This is an optimization exercise on Yosys and OpenROAD, whose aim is a short achievable clock period and few clock cycles, not a production implementation. The RTL was checked by simulation tests, not by an equivalence proof against the original design. No activity file was given, so power comes from the tool's default toggle rates.

==> inputs of sierra <==
// ARM_Processor
module ARM_Processor(input logic Clk, Reset,
                     input logic [31:0] Instr, ReadData,
                     output logic [31:0] PC, WriteData, ALUResult,
                     output logic MemWrite);
export LEC_CHECK = 0
export ABC_CLOCK_PERIOD_IN_PS = 5000
export CAP_MARGIN = 20
export CORE_MARGIN = 2
export CORE_UTILIZATION = 65
export SLEW_MARGIN = 20
create_clock -name core_clock -period 25.0 [get_ports {Clk}]
standard.sh (not shown) runs the stock make flow with config.mk's settings and CLKGATE_MAP_FILE= SYNTH_SCRIPT=/design/flow/synth_recipe.tcl, a recipe that flattens the netlist after the stock synthesis.
==> flow/flow/run.sh <==
#!/bin/bash
# The standard ORFS layout (standard.sh, with its unchanged synthesis), with
# timing repair aiming well below the 25 ns clock so that the achieved period
# shrinks, cell sizing not held to each cell's footprint, and ports buffered
# with buf_4. The SDC, clock period and I/O delays are the standard flow's, unchanged.
set -euo pipefail
bash standard.sh \
  SETUP_SLACK_MARGIN=19 \
  MATCH_CELL_FOOTPRINT=0 \
  "BUFFER_PORTS_ARGS=-buffer_cell sky130_fd_sc_hd__buf_4" \
  finish > flow_make.log 2>&1
==> xenon: changes against sierra <==
--- a/flow/design.v
+++ b/flow/design.v
@@ -110,20 +110,44 @@
 	logic cx_D;
 	assign cx_D = cond_pass(cond_D, flags_E);
 	logic [31:0] off_D, tgt_D, tgt4_D;
 	assign off_D  = {{6{IR[23]}}, IR[23:0], 2'b00};
 	assign tgt_D  = PC8_D + off_D;
 	assign tgt4_D = PC12_D + off_D;
-	logic kill, taken, redirect, go_D;
+	logic kill, taken, ekill, redirect, go_D;
 	assign kill     = V_D & FV_D & ~cond_pass(FC_D, flags_E);
 	assign taken    = V_D & b_D & cx_D;
-	assign redirect = kill | taken;
+	function automatic logic [31:0] fwd_m(input logic [3:0] r);
+		if (wr_M & rd_M == r)
+			fwd_m = ld_M ? ldd_M : alu_M;
+		else
+			fwd_m = rf[r];
+	endfunction
+	logic [31:0] za_D, zb_D;
+	assign za_D = (rn_D == 4'd15) ? PC8_D : fwd_m(rn_D);
+	assign zb_D = i_D ? {24'b0, IR[7:0]} : ((rm_D == 4'd15) ? PC8_D : fwd_m(rm_D));
+	logic zld_D;
+	assign zld_D = V_E & wr_E & ((rn_D == rd_E) | (~i_D & rm_D == rd_E));
+	logic zres_D, z_after_D;
+	always_comb begin
+		case (cmd_D)
+			4'b0000: zres_D = ~|(za_D & zb_D);
+			4'b1100: zres_D = ~|(za_D | zb_D);
+			4'b0100: zres_D = &((za_D ^ zb_D) ~^ {za_D[30:0] | zb_D[30:0], 1'b0});
+			default: zres_D = (za_D == zb_D);
+		endcase
+	end
+	assign z_after_D = (dp_D & s_D & cx_D) ? zres_D : flags_E[2];
+	assign ekill    = V_D & ~kill & ~stall & FV_F & (FC_F[3:1] == 3'b000) &
+	                  ~(dp_D & s_D & zld_D) &
+	                  (FC_F[0] ? z_after_D : ~z_after_D);
+	assign redirect = kill | taken | ekill;
 	assign go_D     = V_D & ~stall & ~kill;
 	logic [31:0] rtgt, rtgt4;
-	assign rtgt  = kill ? FPC_D : tgt_D;
-	assign rtgt4 = kill ? FPC4_D : tgt4_D;
+	assign rtgt  = kill ? FPC_D : taken ? tgt_D : FPC_F;
+	assign rtgt4 = kill ? FPC4_D : taken ? tgt4_D : FPC4_F;
 	logic [29:0] bpc_D;
 	assign bpc_D = PC4_D[31:2] - 30'd1;
 	logic [32:0] sum_E;
 	logic [31:0] bop_E;
 	assign bop_E = sub_E ? ~b_E : b_E;
 	assign sum_E = {1'b0, a_E} + {1'b0, bop_E} + {32'b0, sub_E};
@@ -165,12 +189,14 @@
 				NPC_F <= bhit_tgt4;
 			end else begin
 				PC_F  <= NPC_F;
 				NPC_F <= NPC_F + 32'd4;
 			end
 			FV_F   <= bhit;
+		end
+		if (!stall) begin
 			FC_F   <= bhit_cond;
 			FPC_F  <= NPC_F + 32'd4;
 			FPC4_F <= NPC_F + 32'd8;
 		end
 		if (Reset | redirect)
 			V_D <= 1'b0;
==> flow/flow/run.sh (replaced) <==
#!/bin/bash
# The standard ORFS layout (standard.sh, with its unchanged synthesis), with
# timing repair aiming well below the 25 ns clock so that the achieved period
# shrinks, cell sizing not held to each cell's footprint, and ports buffered
# with buf_8. The SDC, clock period and I/O delays are the standard flow's, unchanged.
set -euo pipefail
bash standard.sh \
  SETUP_SLACK_MARGIN=19 \
  MATCH_CELL_FOOTPRINT=0 \
  "BUFFER_PORTS_ARGS=-buffer_cell sky130_fd_sc_hd__buf_8" \
  finish > flow_make.log 2>&1
--- a/flow/config.mk
+++ b/flow/config.mk
@@ -6,7 +6,9 @@
 export NUM_CORES = 4
 export LEC_CHECK = 0
 export ABC_CLOCK_PERIOD_IN_PS = 5000
 export CAP_MARGIN = 20
 export CORE_MARGIN = 2
 export CORE_UTILIZATION = 65
+export CTS_CLUSTER_DIAMETER = 300
+export CTS_CLUSTER_SIZE = 20
 export SLEW_MARGIN = 20
==> results.txt <==
quantity	xenon	sierra
Slew at the pin closest to its max-slew limit	1.06 ns	1.08 ns
Detailed-routed wire length on met2	101 mm	83.0 mm
Pwr dens	63.0 mW/mm2	74.1 mW/mm2
Tap Count	1287	1265
Outcome	timing/DRC/antenna clean	timing/DRC/antenna clean
Non-clock buffer area fraction after layout	5.60%	3.90%
Detailed-route wire length per cell	33.4 um	31.5 um
Via count of the first global-routing pass	46100	41800
PnR worst setup slack	18.78 ns	18.78 ns
Die ar.	0.102 mm2	0.0990 mm2
Sequential portion of the cell area	45.1%	48.4%
Initial cell density of the core	65.5%	65.8%
Portion of total power attributed to sequential cells	51.7%	47.7%
Hold worst-path end	rd_M[1]$_DFF_P_	FPC_D[1]$_DFFE_PN_
Length in cells of the worst reg-to-reg path	19	20
Hold_sp	rd_E[1]$_DFF_P_	FPC_F[1]$_DFFE_PP_
Testbench counts of sierra, summed over its fixed seeds: cycles 90,601.
Testbench counts of xenon, summed over its fixed seeds: cycles 89,343.

==> exp/amber: inputs <==
Another version of the RTL of ARM_Processor (not shown whole).
==> flow/config.mk <==
export PLATFORM = sky130hd
export DESIGN_NAME = ARM_Processor
export DESIGN_NICKNAME = ARM_Processor
export VERILOG_FILES = /design/flow/design.v
export SDC_FILE = /design/flow/constraint.sdc
export NUM_CORES = 4
export LEC_CHECK = 0
export ABC_CLOCK_PERIOD_IN_PS = 100
export CAP_MARGIN = 20
export CORE_MARGIN = 2
export CORE_UTILIZATION = 65
export CTS_CLUSTER_DIAMETER = 300
export CTS_CLUSTER_SIZE = 20
export SLEW_MARGIN = 20
export SYNTH_HIERARCHICAL = 1
==> flow/constraint.sdc <==
create_clock -name core_clock -period 25.0 [get_ports {Clk}]
set_input_delay 5.0000 -clock core_clock [delete_from_list [all_inputs] [get_ports {Clk}]]
set_output_delay 5.0000 -clock core_clock [all_outputs]
set_load 0.01 [all_outputs]
==> flow/flow/run.sh <==
#!/bin/bash
# The standard ORFS layout (standard.sh, with its unchanged synthesis), with
# timing repair aiming well below the 25 ns clock so that the achieved period
# shrinks, cell sizing not held to each cell's footprint, and ports buffered
# with buf_8. The SDC, clock period and I/O delays are the standard flow's, unchanged.
set -euo pipefail
bash standard.sh \
  SETUP_SLACK_MARGIN=19 \
  MATCH_CELL_FOOTPRINT=0 \
  "BUFFER_PORTS_ARGS=-buffer_cell sky130_fd_sc_hd__buf_8" \
  finish > flow_make.log 2>&1
==> inputs of exp/harbor, as changes to exp/amber <==
--- a/flow/design.v
+++ b/flow/design.v
@@ -86,19 +86,18 @@
 			4'b1101: cond_pass = z | (n ^ v);
 			default: cond_pass = 1'b1;
 		endcase
 	endfunction
 	localparam int NB = 2;    
 	logic [31:0] PC_F, NPC_F;         
 	logic        FV_F;                
-	logic        FT_F;                
 	logic [3:0]  FC_F;                
 	logic [31:0] FPC_F, FPC4_F;       
 	logic [31:0] IR, PC4_D, PC8_D, PC12_D;
-	logic        V_D, FV_D, FT_D, PT_D;
+	logic        V_D, FV_D, PT_D;
 	logic [3:0]  FC_D;
 	logic [31:0] FPC_D, FPC4_D;
 	logic        V_E;                 
 	logic [3:0]  rd_E;
 	logic        ld_E, wr_E, s_E, arith_E, sub_E, and_E, orr_E;
 	logic [31:0] a_E, b_E;
 	logic [31:0] alu_M, ldd_M;
@@ -108,65 +107,37 @@
 	logic [31:0] rf [0:14];
 	logic        bv [0:NB-1];
 	logic [29:0] btag [0:NB-1];       
 	logic [3:0]  bcond [0:NB-1];
 	logic [31:0] btgt [0:NB-1];
 	logic [31:0] btgt4 [0:NB-1];
 	logic        bptr;              
-	logic        brv [0:NB-1];
-	logic [3:0]  brn [0:NB-1];
-	logic [7:0]  bimm [0:NB-1];
-	logic        rec_E;
-	logic [3:0]  rn_E;
-	logic [7:0]  imm8_E;
-	logic        bhit, bpt;
+	logic        bhit;
 	logic [3:0]  bhit_cond;
 	logic [31:0] bhit_tgt, bhit_tgt4;
-	logic        wr_D;              
-	logic        bpt_i [0:NB-1];
-	always_comb begin
-		for (int i = 0; i < NB; i++) begin
-			logic [31:0] v;
-			logic haz, z;
-			v = (wr_M & rd_M == brn[i]) ? (ld_M ? ldd_M : alu_M) : rf[brn[i]];
-			haz = (V_D & wr_D & rd_D == brn[i]) | (V_E & wr_E & rd_E == brn[i]);
-			z = (v == {24'b0, bimm[i]});
-			if (brv[i] & ~haz & bcond[i][3:1] == 3'b000)
-				bpt_i[i] = bcond[i][0] ? ~z : z;
-			else
-				bpt_i[i] = 1'b1;
-		end
-	end
 	always_comb begin
 		bhit = 1'b0;
-		bpt = 1'b0;
 		bhit_cond = 4'b0;
 		bhit_tgt = 32'b0;
 		bhit_tgt4 = 32'b0;
 		for (int i = 0; i < NB; i++)
 			if (bv[i] && btag[i] == NPC_F[31:2]) begin
 				bhit = 1'b1;
-				bpt = bpt | bpt_i[i];
 				bhit_cond = bhit_cond | bcond[i];
 				bhit_tgt = bhit_tgt | btgt[i];
 				bhit_tgt4 = bhit_tgt4 | btgt4[i];
 			end
 	end
-	logic [31:0] fgo, fgo4, falt, falt4;
-	assign fgo   = bpt ? bhit_tgt  : NPC_F + 32'd4;
-	assign fgo4  = bpt ? bhit_tgt4 : NPC_F + 32'd8;
-	assign falt  = bpt ? NPC_F + 32'd4 : bhit_tgt;
-	assign falt4 = bpt ? NPC_F + 32'd8 : bhit_tgt4;
 	logic [31:0] pc_next, npc_next;
 	logic        pf;
 	logic [31:0] rtgt, rtgt4;
 	logic        redirect;
 	FetchNext fetch_next(.Instr(Instr), .pc8(NPC_F + 32'd4), .pc12(NPC_F + 32'd8),
 	                     .npc(NPC_F), .npc4(NPC_F + 32'd4),
-	                     .bhit(bhit), .btgt(fgo), .btgt4(fgo4),
+	                     .bhit(bhit), .btgt(bhit_tgt), .btgt4(bhit_tgt4),
 	                     .rst(Reset), .redirect(redirect), .stall(stall),
 	                     .rtgt(rtgt), .rtgt4(rtgt4), .pc_cur(PC_F),
 	                     .pc_next(pc_next), .npc_next(npc_next), .pf(pf));
 	logic [3:0]  cond_D, rn_D, rd_D, rm_D, cmd_D;
 	logic [1:0]  op_D;
 	logic        i_D, s_D, l_D;
 	assign cond_D = IR[31:28];
@@ -180,15 +151,14 @@
 	assign rm_D   = IR[3:0];
 	logic dp_D, mem_D, ld_D, st_D, b_D;
 	assign dp_D  = (op_D == 2'b00);
 	assign mem_D = (op_D == 2'b01);
 	assign ld_D  = mem_D & l_D;
 	assign st_D  = mem_D & ~l_D;
 	assign b_D   = (op_D == 2'b10);
-	assign wr_D  = (dp_D & cmd_D != 4'b1010) | ld_D;
 	logic [31:0] alu_E;
 	logic [3:0]  flags_E;    
 	logic stall;
 	assign stall = V_D & mem_D & V_E & ld_E & wr_E & (rn_D == rd_E);
 	function automatic logic [31:0] fwd(input logic [3:0] r);
 		if (V_E & wr_E & rd_E == r)
 			fwd = ld_E ? ReadData : alu_E;
@@ -214,15 +184,15 @@
 	logic cx_D;
 	assign cx_D = cond_pass(cond_D, flags_E);
 	logic [31:0] off_D, tgt_D, tgt4_D;
 	assign off_D  = {{6{IR[23]}}, IR[23:0], 2'b00};
 	assign tgt_D  = PC8_D + off_D;
 	assign tgt4_D = PC12_D + off_D;
 	logic kill, taken, ekill, go_D;
-	assign kill     = V_D & FV_D & (cond_pass(FC_D, flags_E) != FT_D);
+	assign kill     = V_D & FV_D & ~cond_pass(FC_D, flags_E);
 	assign taken    = V_D & b_D & cx_D;
 	logic [8:0] pl8_D, pl12_D;
 	assign pl8_D  = {1'b0, PC8_D[9:2]} + {1'b0, IR[7:0]};
 	assign pl12_D = {1'b0, PC12_D[9:2]} + {1'b0, IR[7:0]};
 	logic PTOK_D;
 	assign PTOK_D = (IR[23] ? (&IR[22:8]) : ~(|IR[22:8])) &
 	                (pl8_D[8] == IR[23]) & (pl12_D[8] == IR[23]);
@@ -247,15 +217,15 @@
 			4'b0100: zres_D = &((za_D ^ zb_D) ~^ {za_D[30:0] | zb_D[30:0], 1'b0});
 			default: zres_D = (za_D == zb_D);
 		endcase
 	end
 	assign z_after_D = (dp_D & s_D & cx_D) ? zres_D : flags_E[2];
 	assign ekill    = V_D & ~kill & ~stall & FV_F & (FC_F[3:1] == 3'b000) &
 	                  ~(dp_D & s_D & zld_D) &
-	                  ((FC_F[0] ? ~z_after_D : z_after_D) != FT_F);
+	                  (FC_F[0] ? z_after_D : ~z_after_D);
 	assign redirect = kill | bmiss | ekill;
 	assign go_D     = V_D & ~stall & ~kill;
 	assign rtgt  = kill ? FPC_D : bmiss ? (cx_D ? tgt_D : PC4_D) : FPC_F;
 	assign rtgt4 = kill ? FPC4_D : bmiss ? (cx_D ? tgt4_D : PC8_D) : FPC4_F;
 	logic [29:0] bpc_D;
 	assign bpc_D = PC4_D[31:2] - 30'd1;
 	logic [32:0] sum_E;
@@ -289,53 +259,44 @@
 		PC_F  <= pc_next;
 		NPC_F <= npc_next;
 		if (Reset | redirect)
 			FV_F <= 1'b0;
 		else if (!stall)
 			FV_F <= bhit & ~pf;
 		if (!stall) begin
-			FT_F   <= bpt;
 			FC_F   <= bhit_cond;
-			FPC_F  <= falt;
-			FPC4_F <= falt4;
+			FPC_F  <= NPC_F + 32'd4;
+			FPC4_F <= NPC_F + 32'd8;
 		end
 		if (Reset | redirect)
 			V_D <= 1'b0;
 		else if (!stall)
 			V_D <= 1'b1;
 		if (!stall) begin
 			IR     <= Instr;
 			PT_D   <= pf;
 			PC4_D  <= NPC_F;
 			PC8_D  <= NPC_F + 32'd4;
 			PC12_D <= NPC_F + 32'd8;
 			FV_D   <= FV_F;
-			FT_D   <= FT_F;
 			FC_D   <= FC_F;
 			FPC_D  <= FPC_F;
 			FPC4_D <= FPC4_F;
 		end
 		if (Reset) begin
 			for (int i = 0; i < NB; i++) bv[i] <= 1'b0;
 			bptr <= 1'b0;
 		end else if (taken & ~kill) begin
 			bv[bptr]    <= 1'b1;
 			btag[bptr]  <= bpc_D;
 			bcond[bptr] <= cond_D;
 			btgt[bptr]  <= tgt_D;
 			btgt4[bptr] <= tgt4_D;
-			brv[bptr]   <= V_E & rec_E;
-			brn[bptr]   <= rn_E;
-			bimm[bptr]  <= imm8_E;
 			bptr <= bptr + 1'b1;
 		end
-		rec_E   <= dp_D & s_D & i_D & (cmd_D == 4'b0010 | cmd_D == 4'b1010) &
-		           cond_D == 4'b1110 & rn_D != 4'd15;
-		rn_E    <= rn_D;
-		imm8_E  <= IR[7:0];
 		V_E     <= ~Reset & go_D & cx_D & (dp_D | ld_D);
 		rd_E    <= rd_D;
 		ld_E    <= ld_D;
 		wr_E    <= (dp_D & cmd_D != 4'b1010) | ld_D;
 		s_E     <= dp_D & s_D;
 		arith_E <= cmd_D == 4'b0100 | cmd_D == 4'b0010 | cmd_D == 4'b1010;
 		sub_E   <= cmd_D == 4'b0010 | cmd_D == 4'b1010;
==> inputs of exp/lagoon, as changes to exp/amber <==
==> flow/design.v (replaced) <==
module ARM_Processor(input logic Clk, Reset,
                     input logic [31:0] Instr, ReadData,
                     output logic [31:0] PC, WriteData, ALUResult,
                     output logic MemWrite);
	function automatic logic cond_pass(input logic [3:0] c, input logic [3:0] f);
		logic n, z, cc, v;
		{n, z, cc, v} = f;
		case (c)
			4'b0000: cond_pass = z;
			4'b0001: cond_pass = ~z;
			4'b0010: cond_pass = cc;
			4'b0011: cond_pass = ~cc;
			4'b0100: cond_pass = n;
			4'b0101: cond_pass = ~n;
			4'b0110: cond_pass = v;
			4'b0111: cond_pass = ~v;
			4'b1000: cond_pass = ~z & cc;
			4'b1001: cond_pass = z | ~cc;
			4'b1010: cond_pass = ~(n ^ v);
			4'b1011: cond_pass = n ^ v;
			4'b1100: cond_pass = ~z & ~(n ^ v);
			4'b1101: cond_pass = z | (n ^ v);
			default: cond_pass = 1'b1;
		endcase
	endfunction
	localparam int NB = 2;    
	logic [31:0] PC_F, NPC_F;         
	logic        FV_F;                
	logic [3:0]  FC_F;                
	logic [31:0] FPC_F, FPC4_F;       
	logic [31:0] IR, PC4_D, PC8_D, PC12_D;
	logic        V_D, FV_D;
	logic [3:0]  FC_D;
	logic [31:0] FPC_D, FPC4_D;
	logic        V_E;                 
	logic [3:0]  rd_E;
	logic        ld_E, wr_E, s_E, arith_E, sub_E, and_E, orr_E;
	logic [31:0] a_E, b_E;
	logic [31:0] alu_M, ldd_M;
	logic [3:0]  rd_M;
	logic        wr_M, ld_M;
	logic [3:0]  flags;
	logic [31:0] rf [0:14];
	logic        bv [0:NB-1];
	logic [29:0] btag [0:NB-1];       
	logic [3:0]  bcond [0:NB-1];
	logic [31:0] btgt [0:NB-1];
	logic [31:0] btgt4 [0:NB-1];
	logic        bptr;              
	logic        bhit;
	logic [3:0]  bhit_cond;
	logic [31:0] bhit_tgt, bhit_tgt4;
	always_comb begin
		bhit = 1'b0;
		bhit_cond = 4'b0;
		bhit_tgt = 32'b0;
		bhit_tgt4 = 32'b0;
		for (int i = 0; i < NB; i++)
			if (bv[i] && btag[i] == NPC_F[31:2]) begin
				bhit = 1'b1;
				bhit_cond = bhit_cond | bcond[i];
				bhit_tgt = bhit_tgt | btgt[i];
				bhit_tgt4 = bhit_tgt4 | btgt4[i];
			end
	end
	logic [3:0]  cond_D, rn_D, rd_D, rm_D, cmd_D;
	logic [1:0]  op_D;
	logic        i_D, s_D, l_D;
	assign cond_D = IR[31:28];
	assign op_D   = IR[27:26];
	assign i_D    = IR[25];
	assign cmd_D  = IR[24:21];
	assign s_D    = IR[20];
	assign l_D    = IR[20];
	assign rn_D   = IR[19:16];
	assign rd_D   = IR[15:12];
	assign rm_D   = IR[3:0];
	logic dp_D, mem_D, ld_D, st_D, b_D;
	assign dp_D  = (op_D == 2'b00);
	assign mem_D = (op_D == 2'b01);
	assign ld_D  = mem_D & l_D;
	assign st_D  = mem_D & ~l_D;
	assign b_D   = (op_D == 2'b10);
	logic [31:0] alu_E;
	logic [3:0]  flags_E;    
	logic stall;
	assign stall = V_D & mem_D & V_E & ld_E & wr_E & (rn_D == rd_E);
	function automatic logic [31:0] fwd(input logic [3:0] r);
		if (V_E & wr_E & rd_E == r)
			fwd = ld_E ? ReadData : alu_E;
		else if (wr_M & rd_M == r)
			fwd = ld_M ? ldd_M : alu_M;
		else
			fwd = rf[r];
	endfunction
	function automatic logic [31:0] fwd_a(input logic [3:0] r);
		if (V_E & wr_E & rd_E == r)
			fwd_a = alu_E;
		else if (wr_M & rd_M == r)
			fwd_a = ld_M ? ldd_M : alu_M;
		else
			fwd_a = rf[r];
	endfunction
	logic [31:0] ra_D, rb_D, rs_D, base_D, addr_D;
	assign ra_D   = (rn_D == 4'd15) ? PC8_D : fwd(rn_D);
	assign rb_D   = i_D ? {24'b0, IR[7:0]} : ((rm_D == 4'd15) ? PC8_D : fwd(rm_D));
	assign rs_D   = (rd_D == 4'd15) ? PC8_D : fwd(rd_D);
	assign base_D = (rn_D == 4'd15) ? PC8_D : fwd_a(rn_D);
	assign addr_D = base_D + {20'b0, IR[11:0]};
	logic cx_D;
	assign cx_D = cond_pass(cond_D, flags_E);
	logic [31:0] off_D, tgt_D, tgt4_D;
	assign off_D  = {{6{IR[23]}}, IR[23:0], 2'b00};
	assign tgt_D  = PC8_D + off_D;
	assign tgt4_D = PC12_D + off_D;
	logic kill, taken, ekill, redirect, go_D;
	assign kill     = V_D & FV_D & ~cond_pass(FC_D, flags_E);
	assign taken    = V_D & b_D & cx_D;
	logic zres_D, z_after_D;
	always_comb begin
		case (cmd_D)
			4'b0000: zres_D = ~|(ra_D & rb_D);
			4'b1100: zres_D = ~|(ra_D | rb_D);
			4'b0100: zres_D = &((ra_D ^ rb_D) ~^ {ra_D[30:0] | rb_D[30:0], 1'b0});
			default: zres_D = (ra_D == rb_D);
		endcase
	end
	assign z_after_D = (dp_D & s_D & cx_D) ? zres_D : flags_E[2];
	assign ekill    = V_D & ~kill & ~stall & FV_F & (FC_F[3:1] == 3'b000) &
	                  (FC_F[0] ? z_after_D : ~z_after_D);
	assign redirect = kill | taken | ekill;
	assign go_D     = V_D & ~stall & ~kill;
	logic [31:0] rtgt, rtgt4;
	assign rtgt  = kill ? FPC_D : taken ? tgt_D : FPC_F;
	assign rtgt4 = kill ? FPC4_D : taken ? tgt4_D : FPC4_F;
	logic [29:0] bpc_D;
	assign bpc_D = PC4_D[31:2] - 30'd1;
	logic [32:0] sum_E;
	logic [31:0] bop_E;
	assign bop_E = sub_E ? ~b_E : b_E;
	assign sum_E = {1'b0, a_E} + {1'b0, bop_E} + {32'b0, sub_E};
	always_comb begin
		if (and_E)      alu_E = a_E & b_E;
		else if (orr_E) alu_E = a_E | b_E;
		else            alu_E = sum_E[31:0];
	end
	logic vflag_E, zflag_E;
	assign vflag_E = (a_E[31] & bop_E[31] & ~sum_E[31]) | (~a_E[31] & ~bop_E[31] & sum_E[31]);
	always_comb begin
		if (and_E)      zflag_E = ~|(a_E & b_E);
		else if (orr_E) zflag_E = ~|(a_E | b_E);
		else            zflag_E = &((a_E ^ bop_E) ~^ {a_E[30:0] | bop_E[30:0], sub_E});
	end
	always_comb begin
		flags_E = flags;
		if (V_E & s_E) begin
			flags_E[3] = alu_E[31];
			flags_E[2] = zflag_E;
			if (arith_E) begin
				flags_E[1] = sum_E[32];
				flags_E[0] = vflag_E;
			end
		end
	end
	always_ff @(posedge Clk) begin
		if (Reset) begin
			PC_F  <= 32'd0;
			NPC_F <= 32'd4;
			FV_F  <= 1'b0;
		end else if (redirect) begin
			PC_F  <= rtgt;
			NPC_F <= rtgt4;
			FV_F  <= 1'b0;
		end else if (!stall) begin
			if (bhit) begin
				PC_F  <= bhit_tgt;
				NPC_F <= bhit_tgt4;
			end else begin
				PC_F  <= NPC_F;
				NPC_F <= NPC_F + 32'd4;
			end
			FV_F   <= bhit;
			FC_F   <= bhit_cond;
			FPC_F  <= NPC_F + 32'd4;
			FPC4_F <= NPC_F + 32'd8;
		end
		if (Reset | redirect)
			V_D <= 1'b0;
		else if (!stall)
			V_D <= 1'b1;
		if (!stall) begin
			IR     <= Instr;
			PC4_D  <= NPC_F;
			PC8_D  <= NPC_F + 32'd4;
			PC12_D <= NPC_F + 32'd8;
			FV_D   <= FV_F;
			FC_D   <= FC_F;
			FPC_D  <= FPC_F;
			FPC4_D <= FPC4_F;
		end
		if (Reset) begin
			for (int i = 0; i < NB; i++) bv[i] <= 1'b0;
			bptr <= 1'b0;
		end else if (taken & ~kill) begin
			bv[bptr]    <= 1'b1;
			btag[bptr]  <= bpc_D;
			bcond[bptr] <= cond_D;
			btgt[bptr]  <= tgt_D;
			btgt4[bptr] <= tgt4_D;
			bptr <= bptr + 1'b1;
		end
		V_E     <= ~Reset & go_D & cx_D & (dp_D | ld_D);
		rd_E    <= rd_D;
		ld_E    <= ld_D;
		wr_E    <= (dp_D & cmd_D != 4'b1010) | ld_D;
		s_E     <= dp_D & s_D;
		arith_E <= cmd_D == 4'b0100 | cmd_D == 4'b0010 | cmd_D == 4'b1010;
		sub_E   <= cmd_D == 4'b0010 | cmd_D == 4'b1010;
		and_E   <= cmd_D == 4'b0000;
		orr_E   <= cmd_D == 4'b1100;
		a_E     <= ra_D;
		b_E     <= rb_D;
		ALUResult <= addr_D;
		WriteData <= rs_D;
		MemWrite <= ~Reset & go_D & st_D & cx_D;
		if (Reset) flags <= 4'b0;
		else       flags <= flags_E;
		alu_M <= alu_E;
		ldd_M <= ReadData;
		rd_M  <= rd_E;
		wr_M  <= ~Reset & V_E & wr_E;
		ld_M  <= ld_E;
		if (wr_M) rf[rd_M] <= ld_M ? ldd_M : alu_M;
	end
	assign PC = PC_F;
endmodule
Settings changed: ABC_CLOCK_PERIOD_IN_PS 100 to 5000, SYNTH_HIERARCHICAL 1 to not set.
==> qor summary <==
metric                                              exp/amber      exp/harbor   exp/lagoon
Slew at the pin closest to its max-slew limit        1.195 ns        1.333 ns     1.131 ns
Global routing met1 resource utilization               63.51%          59.05%       59.97%
Hold path endpoint                                 bimm[0][0]         rd_M[2]      rd_M[0]
Worst Path Buf+Inv                                          1               1            4
Peak-usage layer in the global routing report            met2            met2         met1
CP Capture Type                                primary output  primary output         flop
Multi-Input Combinational                                4181            3745         3415
Initial DRC count                                       11190            8536         8253
Count of cells resized by post-cts repair                 224             304          210
DR WL met3                                           52910 um        37580 um     34950 um
Data arrival time of the critical path                1.23 ns         1.20 ns      8.45 ns
Result of the run                    timing/DRC/antenna clean  timing/DRC/antenna clean  timing/DRC/antenna clean
Origin of the worst setup path                       PC_F[30]         PC_F[9]  ReadData[5]
Area of the core region                           114700 um^2     102000 um^2   98710 um^2
Testbench counts of exp/amber, summed over its fixed seeds: cycles 86,355.
Testbench counts of exp/harbor, summed over its fixed seeds: cycles 87,469.
Testbench counts of exp/lagoon, summed over its fixed seeds: cycles 89,343.

==> port drivers added, routing unchanged <==
In the flow no input, the clock included, has a driving cell. The finished layouts below were timed again as built, in two steps. Step 1: set_driving_cell puts a clkbuf_16 on Clk and a buf_2 on each other input, an assumption about the parent block. Step 2, shift: input delay + t, output delay - t, t = (earliest + latest rising clock arrival at the registers) / 2. This alone moves slack from input paths to output paths. Slacks: ideal ports / drivers / drivers and shift; pairs: ideal ports / drivers.
run | t (ns) | setup WS [ns] | worst hold slack (ns)
sierra | 0.800 | 18.780 / 18.702 / 18.230 | 0.415 / 0.415 / 0.415
xenon | 0.770 | 18.775 / 18.696 / 18.328 | 0.419 / 0.419 / 0.419
exp/amber | 0.781 | 18.766 / 18.684 / 18.214 | 0.415 / 0.415 / 0.415
exp/harbor | 0.772 | 18.802 / 18.720 / 18.193 | 0.449 / 0.449 / 0.449
exp/lagoon | 0.760 | 16.953 / 16.974 / 16.213 | 0.405 / 0.405 / 0.405
After both steps setup and hold are still met in every run listed. For exp/lagoon, which loses most, drivers alone change the setup slack by +0.021 ns; drivers and shift together by -0.740 ns.
